Background: an optimization exercise with open tools, aiming at small area, a short achievable clock period and few clock cycles. Do not read the settings as production practice. Function was not checked in any run shown here: the RTL went through the layout flow alone. Power and IR drop assume default switching activity.

--- flow/config.mk ---
export PLATFORM = sky130hd
export DESIGN_NAME = LASER
export DESIGN_NICKNAME = LASER
export VERILOG_FILES = /design/flow/design.v
export SDC_FILE = /design/flow/constraint.sdc
export NUM_CORES = 4
export LEC_CHECK = 0
export CAP_MARGIN = 20
export CORE_MARGIN = 2
export CORE_UTILIZATION = 40
export SETUP_SLACK_MARGIN = 3.3
export SLEW_MARGIN = 20
--- flow/constraint.sdc ---
create_clock -name core_clock -period 6.0 [get_ports {CLK}]
set_input_delay 1.2000 -clock core_clock [delete_from_list [all_inputs] [get_ports {CLK}]]
set_output_delay 1.2000 -clock core_clock [all_outputs]
set_load 0.01 [all_outputs]
--- flow/design.v ---
module LASER(CLK, RST, X, Y, C1X, C1Y, C2X, C2Y, DONE);
input CLK, RST;
input [3:0] X, Y;
output reg DONE;
output [3:0] C1X, C1Y, C2X, C2Y;
reg rq;
reg [3:0] xq;
reg [5:0] t;
reg [2:0] ph;
reg [15:0] m0;
reg [15:0] m2;
reg [15:0] m3;
reg [15:0] m4;
reg [15:0] m5;
reg [15:0] m6;
reg [15:0] m7;
reg [15:0] m8;
reg [15:0] m9;
reg [15:0] m10;
reg [15:0] m11;
reg [15:0] m12;
reg [15:0] m13;
reg [15:0] m14;
reg we, keep, upd, first2, upd1, clr;
reg [3:0] yo;    
reg [24:0] mk;   
wire [5:0] tn = rq ? 6'd0 : (t == 6'd59) ? 6'd0 : t + 6'd1;
wire [2:0] phn = rq ? 3'd0 : ph + 3'd1;
wire pn = (tn >= 6'd49);
wire [15:0] pdec = we ? (16'd1 << yo) : 16'd0;
always @(posedge CLK) begin
  rq <= RST;
  xq <= X;
  yo <= Y - {ph, 1'b0} - 4'd4;
  t <= tn;
  ph <= phn;
  we     <= ~RST & (tn >= 6'd1) & (tn <= 6'd40);
  keep   <= ~RST & (tn >= 6'd1) & (tn <= 6'd55);
  upd    <= ~RST & (tn >= 6'd43) & (tn <= 6'd58);
  upd1   <= (tn <= 6'd50);
  first2 <= (tn == 6'd51);
  clr    <= RST | (tn == 6'd0);
  mk[0] <= pn ? 8'b00000000 >> phn : 8'b00111111 >> phn;
  mk[1] <= pn ? 8'b00000001 >> phn : 8'b00111111 >> phn;
  mk[2] <= pn ? 8'b00001001 >> phn : 8'b00111111 >> phn;
  mk[3] <= pn ? 8'b00010100 >> phn : 8'b00111111 >> phn;
  mk[4] <= pn ? 8'b00100010 >> phn : 8'b00111111 >> phn;
  mk[5] <= pn ? 8'b00000000 >> phn : 8'b01111111 >> phn;
  mk[6] <= pn ? 8'b00000010 >> phn : 8'b01111111 >> phn;
  mk[7] <= pn ? 8'b00000011 >> phn : 8'b01111111 >> phn;
  mk[8] <= pn ? 8'b00000100 >> phn : 8'b01111111 >> phn;
  mk[9] <= pn ? 8'b00010011 >> phn : 8'b01111111 >> phn;
  mk[10] <= pn ? 8'b00010100 >> phn : 8'b01111111 >> phn;
  mk[11] <= pn ? 8'b00101000 >> phn : 8'b01111111 >> phn;
  mk[12] <= pn ? 8'b01000000 >> phn : 8'b01111111 >> phn;
  mk[13] <= pn ? 8'b01000100 >> phn : 8'b01111111 >> phn;
  mk[14] <= pn ? 8'b01001000 >> phn : 8'b01111111 >> phn;
  mk[15] <= pn ? 8'b00000000 >> phn : 8'b11111111 >> phn;
  mk[16] <= pn ? 8'b00000101 >> phn : 8'b11111111 >> phn;
  mk[17] <= pn ? 8'b00000111 >> phn : 8'b11111111 >> phn;
  mk[18] <= pn ? 8'b00001000 >> phn : 8'b11111111 >> phn;
  mk[19] <= pn ? 8'b00100111 >> phn : 8'b11111111 >> phn;
  mk[20] <= pn ? 8'b00101000 >> phn : 8'b11111111 >> phn;
  mk[21] <= pn ? 8'b01010000 >> phn : 8'b11111111 >> phn;
  mk[22] <= pn ? 8'b10000000 >> phn : 8'b11111111 >> phn;
  mk[23] <= pn ? 8'b10001000 >> phn : 8'b11111111 >> phn;
  mk[24] <= pn ? 8'b10010000 >> phn : 8'b11111111 >> phn;
end
always @(posedge CLK) m0 <= (keep ? {m0[1:0], m0[15:2]} : 16'd0) | ((xq == 4'd0) ? pdec : 16'd0);
always @(posedge CLK) m2 <= (keep ? {m2[1:0], m2[15:2]} : 16'd0) | ((xq == 4'd2) ? pdec : 16'd0);
always @(posedge CLK) m3 <= (keep ? {m3[1:0], m3[15:2]} : 16'd0) | ((xq == 4'd3) ? pdec : 16'd0);
always @(posedge CLK) m4 <= (keep ? {m4[1:0], m4[15:2]} : 16'd0) | ((xq == 4'd4) ? pdec : 16'd0);
always @(posedge CLK) m5 <= (keep ? {m5[1:0], m5[15:2]} : 16'd0) | ((xq == 4'd5) ? pdec : 16'd0);
always @(posedge CLK) m6 <= (keep ? {m6[1:0], m6[15:2]} : 16'd0) | ((xq == 4'd6) ? pdec : 16'd0);
always @(posedge CLK) m7 <= (keep ? {m7[1:0], m7[15:2]} : 16'd0) | ((xq == 4'd7) ? pdec : 16'd0);
always @(posedge CLK) m8 <= (keep ? {m8[1:0], m8[15:2]} : 16'd0) | ((xq == 4'd8) ? pdec : 16'd0);
always @(posedge CLK) m9 <= (keep ? {m9[1:0], m9[15:2]} : 16'd0) | ((xq == 4'd9) ? pdec : 16'd0);
always @(posedge CLK) m10 <= (keep ? {m10[1:0], m10[15:2]} : 16'd0) | ((xq == 4'd10) ? pdec : 16'd0);
always @(posedge CLK) m11 <= (keep ? {m11[1:0], m11[15:2]} : 16'd0) | ((xq == 4'd11) ? pdec : 16'd0);
always @(posedge CLK) m12 <= (keep ? {m12[1:0], m12[15:2]} : 16'd0) | ((xq == 4'd12) ? pdec : 16'd0);
always @(posedge CLK) m13 <= (keep ? {m13[1:0], m13[15:2]} : 16'd0) | ((xq == 4'd13) ? pdec : 16'd0);
always @(posedge CLK) m14 <= (keep ? {m14[1:0], m14[15:2]} : 16'd0) | ((xq == 4'd14) ? pdec : 16'd0);
wire w0_0 = m0[0] & mk[16];
wire w0_1 = m0[1] & mk[22];
wire w0_2 = m0[2] & mk[6];
wire w0_3 = m0[3] & mk[12];
wire w0_4 = m0[4] & mk[1];
wire w2_0 = m2[0] & mk[23];
wire w2_1 = m2[1] & mk[21];
wire w2_2 = m2[2] & mk[13];
wire w2_3 = m2[3] & mk[11];
wire w2_4 = m2[4] & mk[4];
wire w3_0 = m3[0] & mk[23];
wire w3_1 = m3[1] & mk[21];
wire w3_2 = m3[2] & mk[13];
wire w3_3 = m3[3] & mk[11];
wire w3_4 = m3[4] & mk[4];
wire w4_0 = m4[0] & mk[15];
wire w4_1 = m4[1] & mk[21];
wire w4_2 = m4[2] & mk[5];
wire w4_3 = m4[3] & mk[11];
wire w4_4 = m4[4] & mk[0];
wire w5_0 = m5[0] & mk[23];
wire w5_1 = m5[1] & mk[21];
wire w5_2 = m5[2] & mk[13];
wire w5_3 = m5[3] & mk[11];
wire w5_4 = m5[4] & mk[4];
wire w6_0 = m6[0] & mk[23];
wire w6_1 = m6[1] & mk[21];
wire w6_2 = m6[2] & mk[13];
wire w6_3 = m6[3] & mk[11];
wire w6_4 = m6[4] & mk[4];
wire w7_0 = m7[0] & mk[23];
wire w7_1 = m7[1] & mk[24];
wire w7_2 = m7[2] & mk[13];
wire w7_3 = m7[3] & mk[14];
wire w7_4 = m7[4] & mk[4];
wire w8_0 = m8[0] & mk[16];
wire w8_1 = m8[1] & mk[22];
wire w8_2 = m8[2] & mk[6];
wire w8_3 = m8[3] & mk[12];
wire w8_4 = m8[4] & mk[1];
wire w9_0 = m9[0] & mk[19];
wire w9_1 = m9[1] & mk[18];
wire w9_2 = m9[2] & mk[9];
wire w9_3 = m9[3] & mk[8];
wire w9_4 = m9[4] & mk[2];
wire w10_0 = m10[0] & mk[15];
wire w10_1 = m10[1] & mk[20];
wire w10_2 = m10[2] & mk[5];
wire w10_3 = m10[3] & mk[10];
wire w10_4 = m10[4] & mk[0];
wire w11_0 = m11[0] & mk[21];
wire w11_1 = m11[1] & mk[17];
wire w11_2 = m11[2] & mk[11];
wire w11_3 = m11[3] & mk[7];
wire w11_4 = m11[4] & mk[3];
wire w12_0 = m12[0] & mk[15];
wire w12_1 = m12[1] & mk[21];
wire w12_2 = m12[2] & mk[5];
wire w12_3 = m12[3] & mk[11];
wire w12_4 = m12[4] & mk[0];
wire w13_0 = m13[0] & mk[19];
wire w13_1 = m13[1] & mk[22];
wire w13_2 = m13[2] & mk[9];
wire w13_3 = m13[3] & mk[12];
wire w13_4 = m13[4] & mk[2];
wire w14_0 = m14[0] & mk[15];
wire w14_1 = m14[1] & mk[20];
wire w14_2 = m14[2] & mk[5];
wire w14_3 = m14[3] & mk[10];
wire w14_4 = m14[4] & mk[0];
reg [2:0] c0s; reg c00, c04;
reg [3:0] qa0, qb0;
reg [3:0] qa1, qb1;
reg [3:0] qa2, qb2;
reg [3:0] qa3, qb3;
reg [3:0] qa4, qb4;
reg [3:0] qa5, qb5;
reg [3:0] qa6, qb6;
reg [2:0] row1, row2;
always @(posedge CLK) begin
  row1 <= ph;
  c0s <= {2'd0, w0_0} + {2'd0, w0_1} + {2'd0, w0_2} + {2'd0, w0_3};
  c00 <= w0_0; c04 <= w0_4;
  qa0 <= {3'd0, w2_0} + {3'd0, w2_1} + {3'd0, w2_2} + {3'd0, w2_3} + {3'd0, w2_4} + {3'd0, w3_0} + {3'd0, w3_1} + {3'd0, w3_2} + {3'd0, w3_3};
  qb0 <= {3'd0, w4_0} + {3'd0, w4_1} + {3'd0, w4_2} + {3'd0, w4_3} + {3'd0, w5_0} + {3'd0, w5_1} + {3'd0, w5_2};
  qa1 <= {3'd0, w4_0} + {3'd0, w4_1} + {3'd0, w4_2} + {3'd0, w4_3} + {3'd0, w4_4} + {3'd0, w5_0} + {3'd0, w5_1} + {3'd0, w5_2} + {3'd0, w5_3};
  qb1 <= {3'd0, w6_0} + {3'd0, w6_1} + {3'd0, w6_2} + {3'd0, w6_3} + {3'd0, w7_0} + {3'd0, w7_1} + {3'd0, w7_2};
  qa2 <= {3'd0, w6_0} + {3'd0, w6_1} + {3'd0, w6_2} + {3'd0, w6_3} + {3'd0, w6_4} + {3'd0, w7_0} + {3'd0, w7_1} + {3'd0, w7_2} + {3'd0, w7_3};
  qb2 <= {3'd0, w8_0} + {3'd0, w8_1} + {3'd0, w8_2} + {3'd0, w8_3} + {3'd0, w9_0} + {3'd0, w9_1} + {3'd0, w9_2};
  qa3 <= {3'd0, w8_0} + {3'd0, w8_1} + {3'd0, w8_2} + {3'd0, w8_3} + {3'd0, w8_4} + {3'd0, w9_0} + {3'd0, w9_1} + {3'd0, w9_2} + {3'd0, w9_3};
  qb3 <= {3'd0, w10_0} + {3'd0, w10_1} + {3'd0, w10_2} + {3'd0, w10_3} + {3'd0, w11_0} + {3'd0, w11_1} + {3'd0, w11_2};
  qa4 <= {3'd0, w10_0} + {3'd0, w10_1} + {3'd0, w10_2} + {3'd0, w10_3} + {3'd0, w10_4} + {3'd0, w11_0} + {3'd0, w11_1} + {3'd0, w11_2} + {3'd0, w11_3};
  qb4 <= {3'd0, w12_0} + {3'd0, w12_1} + {3'd0, w12_2} + {3'd0, w12_3} + {3'd0, w13_0} + {3'd0, w13_1} + {3'd0, w13_2};
  qa5 <= {3'd0, w12_0} + {3'd0, w12_1} + {3'd0, w12_2} + {3'd0, w12_3} + {3'd0, w12_4} + {3'd0, w13_0} + {3'd0, w13_1} + {3'd0, w13_2} + {3'd0, w13_3};
  qb5 <= {3'd0, w14_0} + {3'd0, w14_1} + {3'd0, w14_2} + {3'd0, w14_3};
  qa6 <= {3'd0, w14_0} + {3'd0, w14_1} + {3'd0, w14_2} + {3'd0, w14_3} + {3'd0, w14_4};
  qb6 <= 4'd0;
end
reg [4:0] sc [0:6];
always @(posedge CLK) begin
  row2 <= row1;
  sc[0] <= {1'd0, qa0} + {1'd0, qb0} + {2'd0, c0s};
  sc[1] <= {1'd0, qa1} + {1'd0, qb1} + {4'd0, c00} + {4'd0, c04};
  sc[2] <= {1'd0, qa2} + {1'd0, qb2} + {2'd0, c0s} + {4'd0, c04};
  sc[3] <= {1'd0, qa3} + {1'd0, qb3} + {2'd0, c0s} + {4'd0, c04};
  sc[4] <= {1'd0, qa4} + {1'd0, qb4} + {2'd0, c0s} + {4'd0, c04};
  sc[5] <= {1'd0, qa5} + {1'd0, qb5} + {4'd0, c00} + {4'd0, c04};
  sc[6] <= {1'd0, qa6} + {1'd0, qb6} + {2'd0, c0s};
end
reg [4:0] bs;
reg [2:0] bx, br, b1x, b1r;
wire [4:0] bse = first2 ? 5'd0 : bs;
wire [2:0] bre = first2 ? 3'd0 : br;
wire early = row2 < bre;
function gt5(input [4:0] a, input [4:0] b);
  reg [4:0] e;
  begin
    e = a ~^ b;
    gt5 = (a[4] & ~b[4]) | (e[4] & a[3] & ~b[3]) | (e[4] & e[3] & a[2] & ~b[2]) |
          (e[4] & e[3] & e[2] & a[1] & ~b[1]) | (e[4] & e[3] & e[2] & e[1] & a[0] & ~b[0]);
  end
endfunction
reg [6:0] win;
integer i, j;
always @(*) begin
  for (i = 0; i < 7; i = i + 1) begin
    win[i] = early ? ~gt5(bse, sc[i]) : gt5(sc[i], bse);
    for (j = 0; j < 7; j = j + 1)
      if (j < i) win[i] = win[i] & gt5(sc[i], sc[j]);
      else if (j > i) win[i] = win[i] & ~gt5(sc[j], sc[i]);
  end
end
reg [4:0] ws;
always @(*) begin
  ws = 5'd0;
  for (i = 0; i < 7; i = i + 1) ws = ws | (win[i] ? sc[i] : 5'd0);
end
wire [2:0] wx = {win[3] | win[4] | win[5] | win[6], win[1] | win[2] | win[5] | win[6],
                 win[0] | win[2] | win[4] | win[6]};
wire any = |win;
always @(posedge CLK) begin
  if (clr) begin
    bs <= 5'd0; bx <= 3'd0; br <= 3'd0; b1x <= 3'd0; b1r <= 3'd0;
  end else if (upd & (any | first2)) begin
    bs <= ws;
    bx <= any ? wx : 3'd0;
    br <= any ? row2 : 3'd0;
    if (upd1) begin b1x <= wx; b1r <= row2; end
  end
  DONE <= ~rq & (t == 6'd58);
end
assign C1X = {b1x, 1'b0};
assign C1Y = {b1r, 1'b0};
assign C2X = {bx, 1'b0};
assign C2Y = {br, 1'b0};
endmodule
--- flow/run.sh ---
#!/bin/bash
# synth_recipe.tcl (not shown) runs the flow's synth.tcl, then flattens the netlist and writes it again
# the make line also repeats each setting of config.mk as NAME=value (left out here)
make -C /OpenROAD-flow-scripts/flow DESIGN_CONFIG=/design/flow/config.mk WORK_HOME=/design/flow/orfs CLKGATE_MAP_FILE= SYNTH_SCRIPT=/design/flow/synth_recipe.tcl finish
==> results.yml, run 1 <==
run_status:
  outcome: "timing/DRC/antenna clean"
floorplanning:
  die_area_mm2: 0.0481
  die_h_um: 219
  coreArea_mm2: 0.0456
  die_x_um: 219
  top_level_ports: 27
  start_util: 0.407
  num_rows: 78
global_routing:
  overflow: 0
  grt_max_degree: 225
  grt_pass1_wl_mm: 79.1
  grt_use_total: 0.213
  grt_antenna_before_repair: 0
  grt_pass1_vias: 13900
run:
  cap_violations: 0
worst_setup_path:
  r2r_slack_ns: 2.89
  critical_path.max_fanout: 6
  start_kind: "flop"
  cp_common_cell: "buf_4"
  critPathKind: "reg -> reg"
  setup.worst_path.end_class: "flop"
  worstSetupStartpoint: "first2"
  slowest_delay_ns: 0.49
  slowest_stage: "or4b_4"
  cp_data_arrival_time_ns: 3.56
  reg2reg_from: "first2"
  crit_chain: "buf_6, nand2b_4, ha_4, or4b_4, a21oi_4, buf_8, buf_4, buf_4, nor2_1, a22oi_2, a32o_2, nor2_4, a31o_4, clkbuf_16, a31o_1"
  required_ns: 6.45
layout:
  register_area_mm2: 0.00781
  fillCellCount: 4254
  multi_input_area_mm2: 0.0101
  final_cells: 2543
  num_antenna_cells: 0
  finalNetCount: 2112
  drive_above_1_share: 0.163
  post-route-util: 0.473
  area_growth_pct: 16.3
sta:
  tightest_slew_ns: 1.08
  finalWorstSetupSlack_ns: 2.89
  setup_viol_count_final: 0
  fin_crit_sh: 0.518
  grt_setup_unrepaired: "true"
  max_freq_ghz: 0.322
  tns_ns: 0
  relSlewSlack: 0.281
  finalHoldViolations: 0
  slew_viol_final: 0
  fin_crit_ns: 3.11
  skew_ns: 0.0291
  hold-worst-slack_ns: 0.351
routing:
  top_layer_used: "met4"
  dr.pass1.iters: 6
  wl_met1_mm: 22.2
  dr_wl_met2_mm: 24.0
  avgRoutedWirePerCell_um: 20.2
  via_per_inst: 5.48
  dr_wl_met3_mm: 2.62
  drtIter0Drc: 883
  drc: 0
  vias: 13900
  detail-route-antenna-nets: 0
  routed_wl_mm: 51.2
yosys:
  postSynthRegisterBits: 386
  ys_seq_area_frac: 0.417
  synth_edf_count: 0
  syn_area_per_cell_um2: 9.89
  yosysMostFrequentCell: "dfxtp_1"
  synthTopCellsByCount: "dfxtp_1 (386), inv_1 (170), a22o_1 (157)"
  yosys.area.top_type_share: 0.417
  synthesis.area_mm2: 0.0185
  synth_warnings: 2
  async_flop_share: 0
  yosys.cell_types.count: 97
  syn_inst: 1874
  synthFlopType: "dfxtp_1"
  synth_top_cell_by_area: "dfxtp_1"
  synthTopCellsByArea: "dfxtp_1 (42%), ha_1 (8.4%), a22o_1 (7.4%)"
power:
  peakVddDrop_v: 0.000251
  p_sw_mw: 1.31
  p_leak_nw: 9.10
  p_comb_frac: 0.069
  power_density_mw_per_mm2: 256
  clockPowerShare: 0.454
  pwr-share-seq: 0.477
  power.internal_mw: 4.21
  switching_share: 0.238
place:
  gp_congestion: 0.990
  hpwl_mm: 36.1
  place_worst_setup_slack_ns: 2.40
  port_buffers: 22
  place_inst: 2411
min_path:
  hp-class: "reg -> reg"
  hold_start: "row1[1]"
cts:
  cts_root_buf: "clkbuf_16"
  ctsHoldBuffers: 0
  path_clk_slew_ns: 0.06
  insertion_delay_ns: 0.57
  htreeDepth: 2
  cts_tree: "done"
  numCtsBuffers: 42
  clk_path_buf_depth: 3
  cts.sinks: 386
[cell type report]
class / count / share of cell area
Clock inverter: 8 / 0.00476
Tap cell: 600 / 0.0348
Multi-Input combinational cell: 1206 / 0.466
Clock buffer: 66 / 0.0581
Inverter: 180 / 0.0323
Sequential cell: 386 / 0.362
Timing Repair Buffer: 97 / 0.0417
[logic make-up after synthesis]
kind of cell / count (synthesis) / share of synthesized area
AO/OA/AOI/OAI: 509 / 0.206
AND/OR/NAND/NOR: 439 / 0.125
flip-flops: 386 / 0.417
buffers and inverters: 285 / 0.0658
adder cells (fa/ha/maj): 194 / 0.157
XOR/XNOR: 48 / 0.0227
multiplexers: 12 / 0.00709
other: 1 / 0.000202
[layer usage]
layer	vias up	track usage
li1	6625	-
met1	6721	0.268
met2	445	0.354
met3	138	0.0356
met4	0	0.102
met5	-	0
[worst paths after layout]
kind	to	depth (start not counted)
setup reg to reg	bx[1]	15
hold reg to reg	row2[1]	0
hold / removal	row2[1]	0
setup / recovery	bx[1]	15
[timing repair]
item | in CTS | in global routing
setup buffers | 38 | 18
cloned | 0 | 1
pin swaps | 38 | 38
endpoints found under the setup margin | 45 | 41
gates resized for setup | 126 | 29
endpoints found under the hold margin | 0 | 0
[registers in the layout, summed over array words and instances, names as in the netlist, 5 cells and up]
register / count
m5: 16
m10: 16
mk: 23
m14: 16
t: 6
bs: 5
sc: 35
m4: 16
m6: 16
m7: 16
m3: 16
m13: 16
m9: 16
m12: 16
m0: 16
m2: 16
m11: 16
m8: 16
[power by group through the flow]
stage / logic (mW) / registers [mW] / clock network, mW
2_1_floorplan: 0.247 / 2.67 / 0
3_3_place_gp: 0.329 / 2.69 / 0
3_5_place_dp: 0.329 / 2.69 / 0
4_1_cts: 0.360 / 2.63 / 2.56
5_1_grt: 0.408 / 2.64 / 2.67
6_report: 0.379 / 2.63 / 2.51
[through the flow]
stage / instance area [um^2] / power [mW]
3_3_place_gp: 19200 / 3.02
5_1_grt: 21600 / 5.72
6_report: 21600 / 5.52
4_1_cts: 21300 / 5.56
2_1_floorplan: 18600 / 2.91
3_5_place_dp: 19200 / 3.02
[placed cells by master, fill, tap and decap left out, types with 10 or more instances in the layout]
master	instances
o22ai_1	20
inv_2	22
nor2b_1	47
fa_1	51
and2_1	33
a221o_1	13
and2_4	12
nand2_1	153
buf_6	10
dfxtp_1	344
nand3_1	14
a21oi_1	53
clkbuf_16	45
a32o_1	12
fa_2	14
a31oi_1	12
o211ai_1	15
o21ai_0	91
nand2b_1	40
a22o_1	157
clkdlybuf4s50_1	19
dfxtp_2	31
inv_1	149
clkbuf_1	15
nor2_1	57
a21o_1	24
ha_1	107
dfxtp_4	11
a22oi_1	10
buf_4	58
xnor2_1	38
[critical path: cells and delay by family (launching register included)]
kind	cells	cell delay (ns)
compound gates	5	1.06
fa+ha+maj	1	0.15
buf+inv	5	0.65
flops	1	0.36
simple gates	4	0.75
==> inputs of run 2 (changes only) <==
--- a/flow/config.mk
+++ b/flow/config.mk
@@ -8,5 +8,4 @@
 export CAP_MARGIN = 20
 export CORE_MARGIN = 2
 export CORE_UTILIZATION = 40
-export SETUP_SLACK_MARGIN = 3.3
 export SLEW_MARGIN = 20
==> results.yml, run 2 <==
routing:
  dr.pass1.iters: 7
  vias: 13500
  routed_wl_mm: 48.7
  avgRoutedWirePerCell_um: 19.7
  detail-route-antenna-nets: 0
  drtIter0Drc: 1103
  via_per_inst: 5.43
  drc: 0
power:
  power.internal_mw: 4.05
  finalPower_mw: 5.33
  switching_share: 0.242
  p_leak_nw: 8.65
  clockPowerShare: 0.443
  power_density_mw_per_mm2: 261
  p_sw_mw: 1.29
  pwr-share-seq: 0.496
  p_comb_frac: 0.062
  peakVddDrop_v: 0.000329
place:
  postPlaceCellArea_mm2: 0.0191
  port_buffers: 22
  gp_congestion: 0.984
  place_worst_setup_slack_ns: 2.08
  hpwl_mm: 35.5
worst_setup_path:
  r2r_slack_ns: 2.04
  setup.worst_path.end_class: "flop"
  critical_path.max_fanout: 17
  start_kind: "flop"
  cp_data_arrival_time_ns: 4.40
  required_ns: 6.44
  critPathKind: "reg -> reg"
yosys:
  synth_warnings: 2
  yosys.cell_types.count: 97
  syn_area_per_cell_um2: 9.89
  synth_edf_count: 0
  synthFlopType: "dfxtp_1"
  synthTopCellsByCount: "dfxtp_1 (386), inv_1 (170), a22o_1 (157)"
  postSynthRegisterBits: 386
  ys_seq_area_frac: 0.417
  syn_inst: 1874
  yosys.area.top_type_share: 0.417
  synth_top_cell_by_area: "dfxtp_1"
  synthesis.area_mm2: 0.0185
  synthTopCellsByArea: "dfxtp_1 (42%), ha_1 (8.4%), a22o_1 (7.4%)"
  async_flop_share: 0
  yosysMostFrequentCell: "dfxtp_1"
layout:
  final_cell_area_mm2: 0.0204
  num_antenna_cells: 0
  area_growth_pct: 10.2
  largest_reg_flops: 35
  multi_input_area_mm2: 0.00966
  mostFrequentLayoutCells: "dfxtp_1 (385), inv_1 (170), a22o_1 (157), nand2_1 (153), ha_1 (124)"
  drive_above_1_share: 0.0660
  fillCellCount: 4348
  top_regs: "sc: 35 flops, mk: 23 flops"
  post-route-util: 0.448
  largest-register: "sc"
  register_area_mm2: 0.00773
  final_common_cell: "dfxtp_1"
  finalNetCount: 2053
sta:
  finalHoldViolations: 0
  max_freq_ghz: 0.252
  tightest_slew_ns: 1.10
  fin_crit_ns: 3.96
  relSlewSlack: 0.265
  finalWorstSetupSlack_ns: 2.04
  fin_crit_sh: 0.661
  grt_setup_unrepaired: "false"
  slew_viol_final: 0
  skew_ns: 0.0342
  tns_ns: 0
  setup_viol_count_final: 0
run_status:
  outcome: "timing/DRC/antenna clean"
cts:
  cts_tree: "done"
  ctsResizeCount: 0
  clk_path_buf_depth: 3
  htreeDepth: 2
  ctsHoldBuffers: 0
  cts.sinks: 386
  cts_setup_buffers: 0
  path_clk_slew_ns: 0.06
  insertion_delay_ns: 0.57
  cts_root_buf: "clkbuf_16"
  numCtsBuffers: 41
floorplanning:
  num_rows: 78
  coreArea_mm2: 0.0456
  die_h_um: 219
  die_area_mm2: 0.0481
  start_util: 0.407
  top_level_ports: 27
  die_x_um: 219
global_routing:
  grt_use_total: 0.205
  overflow: 0
  grt_antenna_before_repair: 0
  grt_max_degree: 105
  grt_pass1_wl_mm: 76.6
  grt_pass1_vias: 13400
min_path:
  hp-class: "reg -> reg"
run:
  cap_violations: 0
## run 2: routing by layer
metal / wire, um / GRT usage / vias up / share of wire
met5: 0 / 0 / - / 0
met4: 2040 / 0.0926 / 0 / 0.042
met3: 2210 / 0.0280 / 105 / 0.045
met2: 22600 / 0.342 / 374 / 0.46
met1: 21900 / 0.263 / 6467 / 0.45
li1: - / - / 6504 / -
## run 2: cell type report
type / instances / area share
sequential: 386 / 0.378
inverter: 180 / 0.0331
clock inverter: 9 / 0.00392
timing repair buffer: 39 / 0.0182
clock buffer: 59 / 0.0570
multi-input combinational: 1206 / 0.473
tap: 600 / 0.0367
## run 2: logic make-up (layout without fill, tap and decap cells)
kind of cell	count (synthesis)	in the layout	synth area share
DFF	386	386	0.417
xor gates and xnor gates	48	48	0.0227
adders and majority gates	194	194	0.157
muxes	12	12	0.00709
and+or+nand+nor	439	439	0.125
other	1	4	0.000202
AOI/OAI and AO/OA	509	509	0.206
buffers and inverters	285	287	0.0658
## run 2: worst paths after layout
check / end / start / cells past startpoint
worst min-delay path: row2[0] / row1[0] / 0
worst min register to register: row2[0] / row1[0] / 0
worst max-delay path: bx[2] / first2 / 12
worst max register to register: bx[2] / first2 / 12
## run 2: worst max-delay path, cell delays in order (launching register included)
cell       delay (ns)
dfxtp_1          0.66
nand2b_1         0.40
inv_1            0.28
ha_1             0.36
nor2b_1          0.22
o21ai_0          0.12
a2111oi_0        0.44
o31a_1           0.20
a211oi_1         0.05
and3_1           0.33
nor2_8           0.16
a31o_4           0.28
mux2_1           0.34
## run 2: stage by stage
step	hold slack, ns	instances
3_5_place_dp	0.313	2410
5_1_grt	0.332	2479
4_1_cts	0.325	2478
6_report	0.326	2479
2_1_floorplan	0.310	1877
3_3_place_gp	0.311	2409
## run 2: power by group through the flow
stage	Combinational, mW	Sequential [mW]	Clock [mW]
2_1_floorplan	0.246	2.67	0
3_3_place_gp	0.303	2.71	0
3_5_place_dp	0.305	2.71	0
4_1_cts	0.307	2.66	2.41
5_1_grt	0.361	2.65	2.51
6_report	0.330	2.64	2.36
==> inputs of run 3 (changes only) <==
--- a/flow/design.v
+++ b/flow/design.v
@@ -194,22 +194,14 @@
 wire [4:0] bse = first2 ? 5'd0 : bs;
 wire [2:0] bre = first2 ? 3'd0 : br;
 wire early = row2 < bre;
-function gt5(input [4:0] a, input [4:0] b);
-  reg [4:0] e;
-  begin
-    e = a ~^ b;
-    gt5 = (a[4] & ~b[4]) | (e[4] & a[3] & ~b[3]) | (e[4] & e[3] & a[2] & ~b[2]) |
-          (e[4] & e[3] & e[2] & a[1] & ~b[1]) | (e[4] & e[3] & e[2] & e[1] & a[0] & ~b[0]);
-  end
-endfunction
 reg [6:0] win;
 integer i, j;
 always @(*) begin
   for (i = 0; i < 7; i = i + 1) begin
-    win[i] = early ? ~gt5(bse, sc[i]) : gt5(sc[i], bse);
+    win[i] = early ? (sc[i] >= bse) : (sc[i] > bse);
     for (j = 0; j < 7; j = j + 1)
-      if (j < i) win[i] = win[i] & gt5(sc[i], sc[j]);
-      else if (j > i) win[i] = win[i] & ~gt5(sc[j], sc[i]);
+      if (j < i) win[i] = win[i] & (sc[i] > sc[j]);
+      else if (j > i) win[i] = win[i] & (sc[i] >= sc[j]);
   end
 end
 reg [4:0] ws;
==> results.yml, run 3 <==
yosys:
  muxShareOfSynthArea: 0.00678
  synth_warnings: 2
  synth-compound-area-share: 0.169
  synthTopCellsByArea: "dfxtp_1 (42%), ha_1 (16%), a22o_1 (7.2%)"
  yosys.cell_types.count: 76
  synth_xor_area_frac: 0.0175
  synthFlopType: "dfxtp_1"
  syn_area_per_cell_um2: 10.3
  async_flop_share: 0
  yosysMostFrequentCell: "dfxtp_1"
  synth_top_cell_by_area: "dfxtp_1"
  ys_seq_area_frac: 0.418
  syn_inst: 1793
  synthTopCellsByCount: "dfxtp_1 (386), ha_1 (233), inv_1 (182)"
  synth_adder_area_share: 0.228
  synthesis.area_mm2: 0.0185
  postSynthRegisterBits: 386
  synth-simple-area-share: 0.107
  synth_edf_count: 0
  synth_top_family_by_area: "adder cells"
  yosys.area.top_type_share: 0.418
sta:
  tightest_slew_ns: 1.04
  skew_ns: 0.0241
  max_freq_ghz: 0.259
  tns_ns: 0
  fin_crit_sh: 0.644
  slew_viol_final: 0
  setup_viol_count_final: 0
  fin_crit_ns: 3.86
  grt_setup_unrepaired: "false"
  finalHoldViolations: 0
  relSlewSlack: 0.305
cts:
  cts.sinks: 386
  clk_path_buf_depth: 3
  cts_root_buf: "clkbuf_16"
  numCtsBuffers: 41
  ctsResizeCount: 0
  cts_setup_buffers: 0
  path_clk_slew_ns: 0.06
  cts_tree: "done"
  htreeDepth: 2
  ctsHoldBuffers: 0
  insertion_delay_ns: 0.57
routing:
  dr.pass1.iters: 5
  drc: 0
  avgRoutedWirePerCell_um: 18.9
  routed_wl_mm: 46.3
  via_per_inst: 5.29
  drtIter0Drc: 731
  vias: 12900
  detail-route-antenna-nets: 0
layout:
  area_growth_pct: 12.0
  largest_reg_flops: 35
  fillCellCount: 4307
  drive_above_1_share: 0.0640
  top_regs: "sc: 35 flops, mk: 23 flops"
  final_cell_area_mm2: 0.0207
  num_antenna_cells: 0
  finalNetCount: 2123
  final_common_cell: "dfxtp_1"
  largest-register: "sc"
  mostFrequentLayoutCells: "dfxtp_1 (385), ha_1 (233), inv_1 (182), a22o_1 (151), nand2_1 (142)"
floorplanning:
  coreArea_mm2: 0.0455
  die_h_um: 219
  start_util: 0.406
  top_level_ports: 27
  die_x_um: 219
  num_rows: 78
  die_area_mm2: 0.0479
run:
  cap_violations: 0
power:
  power_density_mw_per_mm2: 263
  p_leak_nw: 9.31
  peakVddDrop_v: 0.000234
  finalPower_mw: 5.43
min_path:
  hp-class: "reg -> reg"
worst_setup_path:
  slowest_stage: "nor2b_1"
  cp_data_arrival_time_ns: 4.32
  critPathKind: "reg -> reg"
  slowest_delay_ns: 0.65
  start_kind: "flop"
  critical_path.max_fanout: 11
  required_ns: 6.45
  crit_chain: "nor2b_1, ha_1, nand2b_1, a21oi_1, o21ai_0, and3b_1, and4_4, or4_4, o31ai_4, mux2_4"
  setup.worst_path.end_class: "flop"
global_routing:
  grt_pass1_vias: 13000
  grt_max_degree: 102
  grt_antenna_before_repair: 0
  grt_use_total: 0.196
  overflow: 0
  grt_pass1_wl_mm: 72.8
run_status:
  outcome: "timing/DRC/antenna clean"
place:
  hpwl_mm: 34.4
  postPlaceCellArea_mm2: 0.0193
  gp_congestion: 0.886
  port_buffers: 22
==> run 3: per-layer routing <==
metal	share of wire	GRT usage
met1	0.46	0.256
met2	0.47	0.326
met3	0.039	0.0279
met4	0.032	0.0755
met5	0	0
==> run 3: cell type report <==
class / count / area [um^2] / area share
multi-input cells: 1160 / 9810 / 0.474
flip-flops and latches: 386 / 7730 / 0.374
clock buffers: 59 / 1140 / 0.0553
well taps: 600 / 751 / 0.0363
inverters: 184 / 691 / 0.0334
repair buffers: 42 / 374 / 0.0181
clock inverters: 13 / 176 / 0.00853
==> run 3: final timing paths <==
path	from	endpoint	slack, ns	cells past startpoint
setup / recovery	first2	bx[2]	2.14	10
hold / removal	row1[1]	row2[1]	0.33	0
setup reg to reg	first2	bx[2]	2.14	10
hold reg to reg	row1[1]	row2[1]	0.33	0
==> run 3: cells by family after synthesis <==
group | count (synthesis)
AOI/OAI and AO/OA | 423
and+or+nand+nor | 387
DFF | 386
adders and majority gates | 298
buffers and inverters | 250
xor gates and xnor gates | 37
muxes | 11
other | 1
==> run 3: critical path: cells and delay by family, from the launching register on <==
kind | cells | cell delay [ns]
AOI/OAI and AO/OA | 3 | 0.82
muxes | 1 | 0.35
DFF | 1 | 0.42
and+or+nand+nor | 5 | 1.78
adders and majority gates | 1 | 0.38
==> run 3: report_power, final <==
part	internal (mW)	switching (mW)	total, mW	leakage, nW
Sequential	2.59	0.0649	2.66	3.12
Combinational	0.0954	0.210	0.305	5.55
Clock	1.43	1.04	2.47	0.642
==> run 3: stage by stage <==
stage	hold slack [ns]	utilization	cells	setup slack (ns)
2_1_floorplan	0.310	-	1796	2.52
3_3_place_gp	0.311	0.425	2370	2.17
3_5_place_dp	0.312	0.425	2371	2.10
4_1_cts	0.325	0.454	2443	2.08
5_1_grt	0.330	0.455	2444	1.84
6_report	0.325	0.455	2444	2.14
==> inputs of run 4 (changes only) <==
--- a/flow/config.mk
+++ b/flow/config.mk
@@ -8,4 +8,5 @@
 export CAP_MARGIN = 20
 export CORE_MARGIN = 2
 export CORE_UTILIZATION = 40
+export SETUP_SLACK_MARGIN = 3.3
 export SLEW_MARGIN = 20
==> results.yml, run 4 <==
layout:
  top_regs: "sc: 35 flops, mk: 23 flops"
  final_cell_area_mm2: 0.0217
  final_common_cell: "dfxtp_1"
  mostFrequentLayoutCells: "dfxtp_1 (344), ha_1 (208), inv_1 (159), a22o_1 (151), nand2_1 (139)"
  finalNetCount: 2165
  largest_reg_flops: 35
  drive_above_1_share: 0.164
  final_cells: 2486
  largest-register: "sc"
  area_growth_pct: 17.3
  num_antenna_cells: 0
sta:
  tightest_slew_ns: 1.08
  finalHoldViolations: 0
  relSlewSlack: 0.279
  fin_crit_ns: 3.20
  hold-worst-slack_ns: 0.330
  max_freq_ghz: 0.313
  setup_viol_count_final: 0
  slew_viol_final: 0
  skew_ns: 0.0370
  grt_setup_unrepaired: "true"
  tns_ns: 0
  fin_crit_sh: 0.533
worst_setup_path:
  setup.worst_path.end_class: "flop"
  r2r_slack_ns: 2.80
  worstSetupStartpoint: "first2"
  critPathKind: "reg -> reg"
  crit_chain: "nand2b_4, buf_4, ha_4, a21o_1, a21oi_1, o21ai_1, and3b_1, and4_4, or4_4, o311a_4, mux2_4"
  reg2reg_from: "first2"
  start_kind: "flop"
  slowest_delay_ns: 0.54
  cp_data_arrival_time_ns: 3.64
  slowest_stage: "or4_4"
  required_ns: 6.45
  critical_path.max_fanout: 8
  crit_family: "simple AND/OR/NAND/NOR gates"
  path_buf_inv: 1
yosys:
  ys_seq_area_frac: 0.418
  synth_top_cell_by_area: "dfxtp_1"
  yosys.area.top_type_share: 0.418
  synth_edf_count: 0
  synthFlopType: "dfxtp_1"
  syn_area_per_cell_um2: 10.3
  syn_inst: 1793
  yosys.cell_types.count: 76
  synth_warnings: 2
  synthesis.area_mm2: 0.0185
  async_flop_share: 0
  postSynthRegisterBits: 386
  yosysMostFrequentCell: "dfxtp_1"
  synthTopCellsByCount: "dfxtp_1 (386), ha_1 (233), inv_1 (182)"
  synthTopCellsByArea: "dfxtp_1 (42%), ha_1 (16%), a22o_1 (7.2%)"
cts:
  clk_path_buf_depth: 3
  path_clk_slew_ns: 0.07
  cts_tree: "done"
  ctsHoldBuffers: 0
  numCtsBuffers: 40
  htreeDepth: 2
  cts_root_buf: "clkbuf_16"
  cts.sinks: 386
  insertion_delay_ns: 0.57
floorplanning:
  die_area_mm2: 0.0479
  start_util: 0.406
  coreArea_mm2: 0.0455
  die_h_um: 219
  die_x_um: 219
  num_rows: 78
  top_level_ports: 27
run:
  cap_violations: 0
power:
  peakVddDrop_v: 0.000213
  pwr-share-seq: 0.488
  switching_share: 0.244
  p_comb_frac: 0.060
  clockPowerShare: 0.452
  finalPower_mw: 5.41
  power_density_mw_per_mm2: 250
  p_sw_mw: 1.32
  p_leak_nw: 9.63
  power.internal_mw: 4.09
global_routing:
  grtUsageMet1: 0.258
  grt_pass1_wl_mm: 74.0
  grt.busiest_layer: "met2"
  grtUsageMet2: 0.334
  overflow: 0
  use_met3: 0.0241
  grt_antenna_before_repair: 0
  grt_max_degree: 225
  grt_use_total: 0.197
  grt_pass1_vias: 13300
place:
  port_buffers: 22
  hpwl_mm: 33.4
  place_inst: 2365
  postPlaceCellArea_mm2: 0.0195
  gp_congestion: 0.965
routing:
  vias: 13100
  via_per_inst: 5.28
  avgRoutedWirePerCell_um: 18.9
  routed_wl_mm: 47.0
  drc: 0
  drtIter0Drc: 820
  dr.pass1.iters: 5
  detail-route-antenna-nets: 0
min_path:
  hp-class: "reg -> reg"
  hold_start: "row1[2]"
run_status:
  outcome: "timing/DRC/antenna clean"
-- run 4: worst paths after layout --
check	endpoint	depth (start not counted)
worst max-delay path	b1x[2]	11
worst min-delay path	row2[2]	0
worst max register to register	b1x[2]	11
worst min register to register	row2[2]	0
-- run 4: cells by family (layout without fill, tap and decap cells) --
family | count (synthesis) | after routing | share of synthesized area
fa+ha+maj | 298 | 298 | 0.228
other cells | 1 | 4 | 0.000203
compound gates | 423 | 423 | 0.169
flops | 386 | 386 | 0.418
xor+xnor | 37 | 37 | 0.0175
mux | 11 | 11 | 0.00678
buf+inv | 250 | 340 | 0.0526
simple gates | 387 | 387 | 0.107
-- run 4: stage by stage --
stage	util	worst slack (ns)
after global routing	0.476	2.74
after detailed placement	0.428	2.27
after floorplan	-	2.85
final	0.476	2.80
after CTS	0.470	2.78
after global placement	0.428	2.29
-- run 4: final cells by class --
cell class	count	area, um^2
clock inverter	14	148
timing repair buffer	85	758
inverter	184	706
multi-input combinational	1160	10300
sequential	386	7830
tap	600	751
clock buffer	57	1160
fill	4236	23800
-- run 4: power by group through the flow --
stage | sequential (mW) | clock [mW] | combinational, mW
final | 2.64 | 2.45 | 0.326
after global routing | 2.64 | 2.61 | 0.361
after CTS | 2.64 | 2.50 | 0.314
after detailed placement | 2.70 | 0 | 0.299
after global placement | 2.70 | 0 | 0.297
after floorplan | 2.67 | 0 | 0.237
-- run 4: what timing repair did --
action	4_1_cts	5_1_grt
setup buffers	37	13
pin swaps	31	30
gates resized for setup	96	60
endpoints found under the setup margin	42	44
-- run 4: metal layers --
layer  wire length, um  part of all wire
met5                 0                 0
met2             22600              0.48
met1             21100              0.45
met3              1920             0.041
met4              1400             0.030

## re-timing with driven ports
The flow's constraints put no driver on any port. The routed layouts listed below were extracted and timed again, unchanged, in two steps.
Step 1 (the two cells are an assumption about what drives the block):
set clk [get_ports {CLK}]
set_driving_cell -lib_cell sky130_fd_sc_hd__clkbuf_16 $clk
set_driving_cell -lib_cell sky130_fd_sc_hd__buf_2 [delete_from_list [all_inputs] $clk]
Step 2 adds t to the input delays and takes it off the output delays; t is the mean of the earliest and latest rising clock arrival at the registers after step 1. Input paths then give back, and output paths get back, about the clock's delay inside the block.
a / b / c = ideal ports / drivers / drivers and shift; a / b = the first two.
| run | shift t [ns] | setup WS [ns] | worst setup path at the end | cell pins on the clock port's net |
|---|---|---|---|---|
| run 1 | 0.605 | 2.893 / 2.893 / 2.893 | register to register | 1 |
| run 2 | 0.601 | 2.036 / 2.036 / 2.036 | register to register | 1 |
| run 3 | 0.617 | 2.135 / 2.135 / 2.135 | register to register | 1 |
| run 4 | 0.603 | 2.805 / 2.805 / 2.805 | register to register | 1 |
After both steps every run listed still meets setup and hold.
